Source: an optimization exercise on an open RTL-to-GDS flow (aim: small area, a short achievable clock period and few clock cycles per item). Production flows keep margins and buffers that such runs may drop.
At most, simulation tests tie the RTL to the original design; equivalence was not proved.
Power figures rest on the tool's default switching activity, not on a simulated workload.

Setup of before:
==> flow/design.v (excerpt) <==
module top(clk, rst, start, i, socin1, socin2, socin3, socin4,
           socout1, socout2, socout3, socout4, outReady);
clock: 5.0 ns
lec_check: 0
cap_margin: 20
core_margin: 2
core_utilization: 40
place_density: 0.6
setup_slack_margin: 2.6
slew_margin: 20
synth_hierarchical: 1
synth_minimum_keep_size: 0
run.sh (not shown) runs the stock make flow with config.mk's settings and CLKGATE_MAP_FILE= SYNTH_SCRIPT=/design/flow/synth_recipe.tcl, a recipe that flattens the netlist after the stock synthesis.
Per the final summary, before finished and its layout is clean on timing, DRC and antenna.
Here is what was changed in the inputs of after compared with before.
Settings: clearing SYNTH_MINIMUM_KEEP_SIZE, which used to be 0; clearing SYNTH_HIERARCHICAL, which used to be 1; swapping 2.6 for 2.2 in SETUP_SLACK_MARGIN.
--- outcome ---
For before, the launch point of the critical path was u1.S[17]$_DFFE_PP_, unlike after, where it was u1.d[0]$_SDFFE_PP0P_. Final cell area excluding filler cells down about 17% in after wrt before. before -> after: area of the die decreased by more than 10%. [diff] clock power, after relative to before: regression. Diff after and before: setup slack lower in after. When after is measured against before, its standard cell area after detailed placement turns out 11% lower. Synthesized cell area, after and before: smaller value in after.
No run of this note included a check of the RTL's function; only the layout flow was run.

Setup of build 83:
Another version of the RTL of top (not shown whole).
Size in the first run: roughly 2300 cells after synthesis, ~250 flip-flops, about 13 I/O pins, ~19000 um2 of cells after synthesis.
==> flow/config.mk <==
export PLATFORM = sky130hd
export DESIGN_NAME = top
export DESIGN_NICKNAME = top
export VERILOG_FILES = /design/flow/design.v
export SDC_FILE = /design/flow/constraint.sdc
export NUM_CORES = 4
export LEC_CHECK = 0
export CAP_MARGIN = 20
export CORE_MARGIN = 2
export CORE_UTILIZATION = 40
export CTS_CLUSTER_DIAMETER = 100
export CTS_CLUSTER_SIZE = 25
export PLACE_DENSITY = 0.6
export SETUP_SLACK_MARGIN = 1.8
export SLEW_MARGIN = 20
==> flow/constraint.sdc <==
create_clock -name core_clock -period 5.0 [get_ports {clk}]
set_input_delay 1.0000 -clock core_clock [delete_from_list [all_inputs] [get_ports {clk}]]
set_output_delay 1.0000 -clock core_clock [all_outputs]
set_load 0.01 [all_outputs]
Inputs modified between build 83 and build 19:
- SETUP_SLACK_MARGIN now 1.7, was 1.8
- CTS_CLUSTER_DIAMETER no longer set, was 100
- CTS_CLUSTER_SIZE no longer set, was 25
### Flow results
- Diff build 19 and build 83: sequential fraction of design power higher in build 83
- Build 83 → build 19: number of clock-tree buffers in the layout went up by 24; utilization went up by 0.68 points; multi-input combinational cell area went down by 0.69%; final design instance area without fill went up by about 1.5%; global-route usage went up by 0.23 points.
- For the global placer's final weighted congestion, build 19 came in about 3.3% higher than build 83 did.
- Comparing the two runs side by side, build 19 comes out behind build 83 on clock period minus final worst setup slack.
Here is what was changed in the inputs of build 76 compared with build 19.
- an added CTS_CLUSTER_SIZE of 20
- an added CTS_CLUSTER_DIAMETER of 100
Findings:
Aggregate routed wire length: build 76 vs build 19 down about 0.9%. Summary of the comparison: sequential share of layout area is higher in build 76, relative to build 19. Going from build 19 to build 76, the worst setup slack was found to have gone down by 0.080 ns. Build 76 vs build 19 — clock buffer count dropped about 37%.
No run of this note included a check of the RTL's function; only the layout flow was run.

Another version of the RTL of top (not shown whole).
Size: roughly 2000 cells after synthesis, roughly 13 I/O pins.
clock: 5.0 ns
lec_check: 0
cap_margin: 20
core_margin: 2
core_utilization: 40
place_density: 0.6
setup_slack_margin: 2.7
slew_margin: 20
Testbench counts at the start, summed over its fixed seeds: cycles 22,992, items 512.
Edit:
--- a/flow/config.mk
+++ b/flow/config.mk
@@ -11,3 +11,3 @@
 export PLACE_DENSITY = 0.6
-export SETUP_SLACK_MARGIN = 2.7
+export SETUP_SLACK_MARGIN = 2.0
 export SLEW_MARGIN = 20
=>
- total power went down by 4.3%
- worst setup slack improves by 0.057 ns
- worst hold slack barely changes
- core utilization went down by 5.3 points
- register-to-register slack improves by 0.06 ns
- final cell count went down by 3.8%
- flip-flop and latch count is unchanged
- first-iteration DRC count went down by 8.7%
Edit:
--- a/flow/config.mk
+++ b/flow/config.mk
@@ -11,3 +11,3 @@
 export PLACE_DENSITY = 0.6
-export SETUP_SLACK_MARGIN = 2.0
+export SETUP_SLACK_MARGIN = 2.4
 export SLEW_MARGIN = 20
Result: Via count rose slightly; total power rose by a few percent; setup slack is worse by 0.13 ns; non-clock buffer count rose by 51; utilization rose by 3.3 points; wire length rose by a few percent; worst hold slack is worse by 0.018 ns; sequential share of layout area fell by 1.6 points; count of clock-buffer cells in the layout fell by 2.

top, a different RTL version from the one above (not shown whole).
For scale: roughly 13 I/O pins.
clock: 5.0 ns
lec_check: 0
cap_margin: 20
core_margin: 2
core_utilization: 40
place_density: 0.6
setup_slack_margin: 2.2
slew_margin: 20
synth_hierarchical: 1
synth_minimum_keep_size: 0
The starting point produced a clean layout.
Next try:
Settings changed: SETUP_SLACK_MARGIN 2.2 to 2.0, SYNTH_HIERARCHICAL 1 to unset, SYNTH_MINIMUM_KEEP_SIZE 0 to unset.
Outcome:
- The new run finished clean
- flip-flop and latch count is unchanged
- cell count decreases by a few percent
- hold slack improved by 0.034 ns
- clock power goes down by a few percent
No functional check of the RTL was part of any run of this note.

Another version of the RTL of top (not shown whole).
Size: roughly 2200 cells after synthesis, ~260 flip-flops, roughly 13 I/O pins.
Settings: LEC_CHECK=0, CAP_MARGIN=20, CORE_MARGIN=2, CORE_UTILIZATION=40, PLACE_DENSITY=0.6, SETUP_SLACK_MARGIN=2.0, SLEW_MARGIN=20; clock period 5.0 ns.
The starting point produced a clean layout.
Rerun with:
- SETUP_SLACK_MARGIN: 2.0 -> 2.4
Result: Sequential cell count is unchanged. Hold slack is better by 8.6 ps. Power is higher by about a fifth. Cell count is higher by a few percent. Worst setup slack is better by 63 ps. Global-route usage is higher by 1.2 points. Area after synthesis does not change. Clock skew is higher by 15 ps. Sequential share of layout area is lower by 3.4 points. Clock power is higher by a few percent. Non-clock buffer count is higher by 174.
No run of this note included a check of the RTL's function; only the layout flow was run.

top, a different RTL version from the one above (not shown whole).
Size: about 2,000 cells after synthesis, roughly 220 flip-flops, about 13 I/O pins, roughly 17,000 um^2 of cells after synthesis.
==> flow/design.v (excerpt) <==
module top(clk, rst, start, i, socin1, socin2, socin3, socin4,
           socout1, socout2, socout3, socout4, outReady);
Settings: LEC_CHECK=0, CAP_MARGIN=20, CORE_MARGIN=2, CORE_UTILIZATION=40, PLACE_DENSITY=0.6, SETUP_SLACK_MARGIN=2.4, SLEW_MARGIN=20; clock period 5.0 ns.
The starting point finished with setup timing left.
Rerun with:
- SETUP_SLACK_MARGIN: 2.4 -> 2.8
The new run completed and failed the layout checks on setup timing.
Utilization shrinks by 0.21 points.
Clock-buffer cell count increases by 11.
Non-clock buffer count is lower by 10.
Total power went down by about 6%.
No run of this note included a check of the RTL's function; only the layout flow was run.

== the reference run ==
The RTL this note starts from:
==> flow/design.v <==
module top(clk, rst, start, i, socin1, socin2, socin3, socin4,
           socout1, socout2, socout3, socout4, outReady);
  input clk, rst, start, i;
  input socin1, socin2, socin3, socin4;
  output socout1, socout2, socout3, socout4;
  output reg outReady;
  reg [5:0] cnt;            
  reg [9:0] rt;             
  reg       colf;           
  reg [12:0] c;             
  reg [9:0]  tpos_lo;       
  reg [1:0]  tpos_hi;
  reg [1:0]  tcar;
  reg [12:0] tneg;          
  reg sh_c, sh_s, tpos_acc, tpos_fin, jcalc, r_it, r_init, t_last;
  reg m_s, m_n, m_p, horner, out_sh;
  wire [12:0] c_n  = sh_c ? {i, c[12:1]} : c;
  wire        ng   = c[12];
  wire        ng_n = c_n[12];
  wire [9:0] sv1, sv2, sv3, sv4;      
  wire q1, q2, q3, q4;                
  wire o1, o2, o3, o4;                
  wire [9:0] all_m, g1, g2, g3, g4;
  genvar m;
  generate for (m = 0; m < 10; m = m + 1) begin : th
    if (m == 0) begin : m0
      assign g1[0] = |sv1[9:1]; assign g2[0] = |sv2[9:1];
      assign g3[0] = |sv3[9:1]; assign g4[0] = |sv4[9:1];
    end else if (m == 9) begin : m9
      assign g1[9] = sv1[9] & |sv1[8:0]; assign g2[9] = sv2[9] & |sv2[8:0];
      assign g3[9] = sv3[9] & |sv3[8:0]; assign g4[9] = sv4[9] & |sv4[8:0];
    end else begin : mm
      assign g1[m] = |sv1[9:m+1] | (sv1[m] & |sv1[m-1:0]);
      assign g2[m] = |sv2[9:m+1] | (sv2[m] & |sv2[m-1:0]);
      assign g3[m] = |sv3[9:m+1] | (sv3[m] & |sv3[m-1:0]);
      assign g4[m] = |sv4[9:m+1] | (sv4[m] & |sv4[m-1:0]);
    end
    assign all_m[m] = (g1[m] | !g1[0]) & (g2[m] | !g2[0]) & (g3[m] | !g3[0]) & (g4[m] | !g4[0]);
  end endgenerate
  wire [9:0] r0 = all_m & ~{1'b0, all_m[9:1]};    
  wire in_rec = (cnt >= 6'd13) & (cnt <= 6'd15);
  wire init   = (cnt == 6'd15) & (!ng | ((rt == 10'd0) & !colf));
  wire itf    = in_rec & (rt != 10'd0) & !init;
  wire [5:0] cnt_n = rst ? 6'd0 :
                     (cnt == 6'd0) ? {5'd0, start} :
                     (cnt == 6'd15) ? (init ? 6'd24 : 6'd15) :
                     (cnt == 6'd48) ? 6'd0 : cnt + 6'd1;
  wire [9:0] rt_n = jcalc ? {1'b1, ~all_m[9:1]} : itf ? {rt[8:0], 1'b0} : rt;
  wire colf_n = itf;
  wire in_rec_n = (cnt_n >= 6'd13) & (cnt_n <= 6'd15);
  wire rcnz_n   = jcalc | (itf ? |rt[8:0] : |rt);
  wire init_n   = (cnt_n == 6'd15) & (!ng_n | (!rcnz_n & !colf_n));
  wire itf_n    = in_rec_n & rcnz_n & !init_n;
  always @(posedge clk) begin
    cnt      <= cnt_n;
    rt       <= rt_n;
    colf     <= colf_n;
    sh_c     <= (cnt_n >= 6'd2)  & (cnt_n <= 6'd14);
    sh_s     <= (cnt_n >= 6'd2)  & (cnt_n <= 6'd11);
    tpos_acc <= (cnt_n >= 6'd3)  & (cnt_n <= 6'd12);
    tpos_fin <= (cnt_n == 6'd12);
    jcalc    <= (cnt_n == 6'd12);
    r_it     <= itf_n | ((cnt_n >= 6'd24) & (cnt_n <= 6'd34));
    r_init   <= init_n;
    t_last   <= colf_n & !itf_n;
    m_s      <= itf_n;
    m_n      <= ng_n & (cnt_n >= 6'd15) & !itf_n;
    m_p      <= !ng_n & (cnt_n >= 6'd15);
    horner   <= (cnt_n >= 6'd24) & (cnt_n <= 6'd35);
    out_sh   <= (cnt_n >= 6'd36) & (cnt_n <= 6'd47);
    outReady <= (cnt_n >= 6'd36) & (cnt_n <= 6'd47);
  end
  always @(posedge clk) c <= c_n;
  wire [2:0] ssum = sv1[9] + sv2[9] + sv3[9] + sv4[9] + tcar;
  always @(posedge clk) begin
    if (sh_c & !tpos_acc) tcar <= 2'd0;
    else if (tpos_acc) begin
      tcar <= ssum[2:1];
      tpos_lo <= {ssum[0], tpos_lo[9:1]};
      if (tpos_fin) tpos_hi <= ssum[2:1];
    end
  end
  wire [2:0] pc  = q1 + q2 + q3 + q4;
  wire [2:0] pco = o1 + o2 + o3 + o4;
  always @(posedge clk) begin
    if (jcalc) tneg <= 13'd0;
    else if (colf) tneg <= {tneg[11:0], 1'b0} + pc + (t_last ? {pco, 10'd0} : 13'd0);
  end
  wire [12:0] T = ({13{m_n}} & tneg) | ({13{m_p}} & {1'b0, tpos_hi, tpos_lo});
  UNIT u1(clk, socin1, sh_s, jcalc, r0, r_it, r_init, colf, m_s, horner, out_sh, ng, c, T, sv1, q1, o1, socout1);
  UNIT u2(clk, socin2, sh_s, jcalc, r0, r_it, r_init, colf, m_s, horner, out_sh, ng, c, T, sv2, q2, o2, socout2);
  UNIT u3(clk, socin3, sh_s, jcalc, r0, r_it, r_init, colf, m_s, horner, out_sh, ng, c, T, sv3, q3, o3, socout3);
  UNIT u4(clk, socin4, sh_s, jcalc, r0, r_it, r_init, colf, m_s, horner, out_sh, ng, c, T, sv4, q4, o4, socout4);
endmodule
module UNIT(clk, sin, sh_s, jcalc, r0, r_it, r_init, qcol, m_s, horner, out_sh, ng, c, T,
            s, qr, one, out);
  input clk, sin, sh_s, jcalc, r_it, r_init, qcol, m_s, horner, out_sh, ng;
  input [9:0] r0;
  input [12:0] c;
  input [12:0] T;
  output [9:0] s;
  output qr, one, out;
  reg [24:0] S;             
  reg [13:0] R;             
  assign s = S[24:15];
  wire   nz = |s;
  assign one = (s == 10'd1);
  assign out = S[11];
  wire q  = !R[13];                   
  assign qr = q & nz & !one;
  wire [12:0] M   = m_s ? {3'b000, s} : T;
  wire [10:0] w   = ng ? {one, S[9:0]} : {1'b0, s};
  wire [13:0] X   = r_init ? {3'b000, w} : {R[12:0], 1'b0};
  wire        sub = r_init | q;
  wire [14:0] Rs  = {X, 1'b1} + {{1'b0, M} ^ {14{sub}}, sub};    
  wire [13:0] Rn  = Rs[14:1];
  always @(posedge clk) R <= jcalc ? {4'd0, r0} : Rn;
  wire [13:0] lo  = {1'b0, S[11:0], 1'b0} + (q ? {1'b0, c} : 14'd0);
  wire        sc  = q & c[12];
  wire        inc = lo[13] & !sc;
  wire        dec = !lo[13] & sc;
  wire [11:0] x   = S[23:12];
  wire [11:0] hi;
  genvar b;
  generate for (b = 0; b < 12; b = b + 1) begin : hb
    if (b == 0) begin : b0
      assign hi[0] = x[0] ^ (inc | dec);
    end else begin : bb
      assign hi[b] = x[b] ^ ((inc & (&x[b-1:0])) | (dec & ~(|x[b-1:0])));
    end
  end endgenerate
  wire [24:0] H = {hi, lo[12:0]};
  always @(posedge clk) begin
    if (sh_s) S[24:15] <= {sin, S[24:16]};
    else if (r_init) S <= 25'd0;
    else if (jcalc) S[9:0] <= 10'd0;
    else if (qcol) S[9:0] <= {S[8:0], qr};
    else if (horner) S <= H;
    else if (out_sh) S <= {S[24], S[24:1]};
  end
endmodule
export LEC_CHECK = 0
export CAP_MARGIN = 20
export CORE_MARGIN = 2
export CORE_UTILIZATION = 40
export PLACE_DENSITY = 0.6
export SETUP_SLACK_MARGIN = 2.4
export SLEW_MARGIN = 20
create_clock -name core_clock -period 5.0 [get_ports {clk}]
The reference run completed; timing, DRC and antenna clean
For the trial run, these inputs were changed with respect to the reference run:
# the reference run
export LEC_CHECK = 0
export CAP_MARGIN = 20
export CORE_MARGIN = 2
export CORE_UTILIZATION = 40
export PLACE_DENSITY = 0.6
export SETUP_SLACK_MARGIN = 2.4
export SLEW_MARGIN = 20
create_clock -name core_clock -period 5.0 [get_ports {clk}]
# the trial run
export LEC_CHECK = 0
export CAP_MARGIN = 20
export CORE_MARGIN = 2
export CORE_UTILIZATION = 40
export PLACE_DENSITY = 0.6
export SETUP_SLACK_MARGIN = 2.0
export SLEW_MARGIN = 20
create_clock -name core_clock -period 5.0 [get_ports {clk}]
Compared with the reference run, the trial run shows a sequential cell area share that is 1.7 points higher.
The trial run vs the reference run, most frequent standard cell in the layout excluding fill and tap cells: nor2_1 vs buf_4
The reference run → the trial run: cell area reported after detailed placement down 89 um^2, number of antenna violations at the first check in global routing grew by 1.
No run of this note included a check of the RTL's function; only the layout flow was run.

-- afterwards: timing with drivers on the ports --
How much do the figures lean on ideal ports? The routed layouts below were timed once more, with nothing changed but the port constraints.
Step 1: set_driving_cell puts a clkbuf_16 on clk and a buf_2 on each other input, an assumption about the parent block.
Step 2 also shifts input and output timing later by t, the mid clock arrival at the registers, as if the neighbouring blocks saw the same clock.
a / b / c = ideal / step 1 / step 2; a / b = the first two.
run	t, ns	setup slack, ns	clock arrival spread, ns	worst data-port slew with drivers (ns)
before	0.647	2.362 / 2.362 / 2.316	0.011 / 0.011	0.03
after	0.583	1.842 / 1.842 / 1.842	0.024 / 0.024	0.04
build 83	0.585	1.845 / 1.845 / 1.845	0.019 / 0.019	0.03
build 19	0.635	1.768 / 1.768 / 1.768	0.011 / 0.011	0.04
build 76	0.581	1.688 / 1.688 / 1.688	0.038 / 0.038	0.04
the first run of note 3	0.621	1.856 / 1.856 / 1.856	0.022 / 0.021	0.03
the second run of note 3	0.602	1.914 / 1.914 / 1.856	0.034 / 0.034	0.03
the third run of note 3	0.619	1.787 / 1.787 / 1.787	0.026 / 0.026	0.05
the first run of note 4	0.647	1.974 / 1.974 / 1.974	0.034 / 0.034	0.03
the second run of note 4	0.645	1.914 / 1.914 / 1.914	0.024 / 0.023	0.04
the first run of note 5	0.603	1.796 / 1.796 / 1.796	0.017 / 0.017	0.05
the second run of note 5	0.605	1.859 / 1.859 / 1.859	0.031 / 0.031	0.04
the first run of note 6	0.609	-0.081 / -0.081 / -0.081	0.024 / 0.023	0.05
the second run of note 6	0.611	-0.117 / -0.117 / -0.117	0.012 / 0.013	0.04
the reference run	0.626	0.916 / 0.916 / 0.916	0.016 / 0.016	0.04
the trial run	0.623	0.966 / 0.966 / 0.966	0.013 / 0.014	0.03
For the second run of note 3, which loses most, drivers alone change the setup slack by 0.000 ns; drivers and shift together by -0.058 ns.
